Source: an optimization exercise on an open RTL-to-GDS flow (aim: small area, a short achievable clock period and few clock cycles). Production flows keep margins and buffers that such runs may drop.

== alpha ==
## np_read_req_gen
module np_read_req_gen(
    input         clk,
    input         rst,
    input         transferstart,
    input         rd_dma_start_one,
    input  [63:0] dmaras,
    input  [31:0] dmarad,
    input  [31:0] dmarxs,
    input         rd_TX_des_start_one,
    input  [63:0] TX_des_addr,
    input  [2:0]  read_req_size,
    input  [15:0] req_id,
    input  [31:0] completion_pending,
    output        ready,
    output        non_posted_fifo_wren,
    output [63:0] non_posted_fifo_data,
    output [4:0]  tx_waddr,
    output [31:0] tx_wdata,
    output        tx_we
    );
Size in the first run: roughly 180 flip-flops, roughly 11000 um2 of cells after synthesis.
==> flow/config.mk <==
export PLATFORM = sky130hd
export DESIGN_NAME = np_read_req_gen
export DESIGN_NICKNAME = np_read_req_gen
export VERILOG_FILES = /design/flow/design.v
export SDC_FILE = /design/flow/constraint.sdc
export NUM_CORES = 4
export LEC_CHECK = 0
export CAP_MARGIN = 20
export CORE_MARGIN = 2
export CORE_UTILIZATION = 55
export PLACE_DENSITY = 0.7
export SETUP_SLACK_MARGIN = 2.0
export SLEW_MARGIN = 20
==> flow/constraint.sdc <==
create_clock -name core_clock -period 4.5 [get_ports {clk}]
set_input_delay 0.9000 -clock core_clock [delete_from_list [all_inputs] [get_ports {clk}]]
set_output_delay 0.9000 -clock core_clock [all_outputs]
set_load 0.01 [all_outputs]
standard.sh (not shown) runs the stock make flow with config.mk's settings and CLKGATE_MAP_FILE= SYNTH_SCRIPT=/design/flow/synth_recipe.tcl, a recipe that flattens the netlist after the stock synthesis.
==> flow/flow/run.sh <==
#!/bin/bash
# Layout flow: the standard flow (standard.sh) with two changes.
#  1. Synthesis runs the standard script (synth_recipe.tcl) except that ABC maps with
#     flow/abc_delay.script (delay-driven) and adders are not pre-mapped to ripple
#     full/half-adder cells (ADDER_MAP_FILE empty). The registers, their names and cell
#     types are the same as in the standard synthesis.
#  2. Ports get sky130_fd_sc_hd__buf_1 buffers instead of the default delay-buffer cell.
# Each tool's output goes to a log file in this folder (synth.log, standard_flow.log) and
# ORFS's own logs under orfs/logs.
set -euo pipefail
here=$(pwd)
sed 's|^source \$::env(SCRIPTS_DIR)/synth.tcl$|source '"$here"'/flow/synth_delay.tcl|' synth_recipe.tcl > synth_delay_top.tcl
grep -q 'flow/synth_delay.tcl' synth_delay_top.tcl
sed 's|SYNTH_SCRIPT=[^ ]*|SYNTH_SCRIPT='"$here"'/synth_delay_top.tcl|' standard.sh > standard_delay.sh
grep -q 'synth_delay_top.tcl' standard_delay.sh
MY_ABC_SCRIPT=$here/flow/abc_delay.script ADDER_MAP_FILE= bash standard_delay.sh synth > synth.log 2>&1
export BUFFER_PORTS_ARGS="-buffer_cell sky130_fd_sc_hd__buf_1"
bash standard.sh > standard_flow.log 2>&1
==> flow/flow/abc_delay.script <==
strash
dch
map -D 1500
buffer -p
upsize -D 1500
dnsize -D 1500
stime -p
==> flow/flow/synth_delay.tcl <==
# ORFS's synth.tcl, with its ABC call given flow/abc_delay.script (a delay-driven mapping)
# in place of the platform's default ABC script. Everything else is unchanged.
set f [open $::env(SCRIPTS_DIR)/synth.tcl]
set txt [read $f]
close $f
set old {log_cmd abc {*}$abc_args}
if {[string first $old $txt] < 0} { error "synth_delay.tcl: ABC call not found in synth.tcl" }
set txt [string map [list $old {log_cmd abc -script $::env(MY_ABC_SCRIPT) {*}[lrange $abc_args 2 end]}] $txt]
uplevel #0 $txt
Input-level comparison between beta and alpha:
- CAP_MARGIN now 5, was 20
- SLEW_MARGIN now 5, was 20
--- outcome ---
From beta to alpha, number of buffers and inverters on the critical path did not move at all.
Compared with alpha, in beta required time at the worst-slack endpoint shows no meaningful change, area enclosed by the die boundary about even.
#### Input delta (gamma over beta)
- PLACE_DENSITY: 0.7 -> 0.6
- SLEW_MARGIN: 5 -> 20
- CAP_MARGIN: 5 -> 20
- CORE_UTILIZATION: 55 -> 50
Notes after the runs:
Any difference in sequential share of layout area between beta and gamma is small enough to ignore.
The clock skew was comparable across gamma and beta.
Between gamma and beta, the largest incremental delay on the critical path is higher for beta.
Function was not checked in any run of this note: the RTL went through the layout flow alone.

[re-timing with driven ports]
Ports are ideal in the flow. The routed layouts listed here were re-timed in OpenROAD.
Step 1: set_driving_cell puts a clkbuf_16 on clk and a buf_2 on each other input, an assumption about the parent block.
Step 2 moves the port delays by t, midway between the first and last clock arrival at a register: inputs arrive t later, outputs are due t later. That takes back most of the time a late clock gives input paths.
Three values: ideal ports, drivers, drivers and shift; two values: the first two.
run	t, ns	setup slack, ns	latest minus earliest clock arrival (ns)	slew at the worst register clock pin (ns)	pins driven straight from the clock port
alpha	0.482	1.970 / 1.923 / 1.627	0.012 / 0.011	0.07 / 0.07	1
beta	0.482	1.970 / 1.923 / 1.627	0.012 / 0.011	0.07 / 0.07	1
gamma	0.474	1.997 / 1.951 / 1.684	0.012 / 0.012	0.07 / 0.07	1
After both steps setup and hold are still met in every run listed.
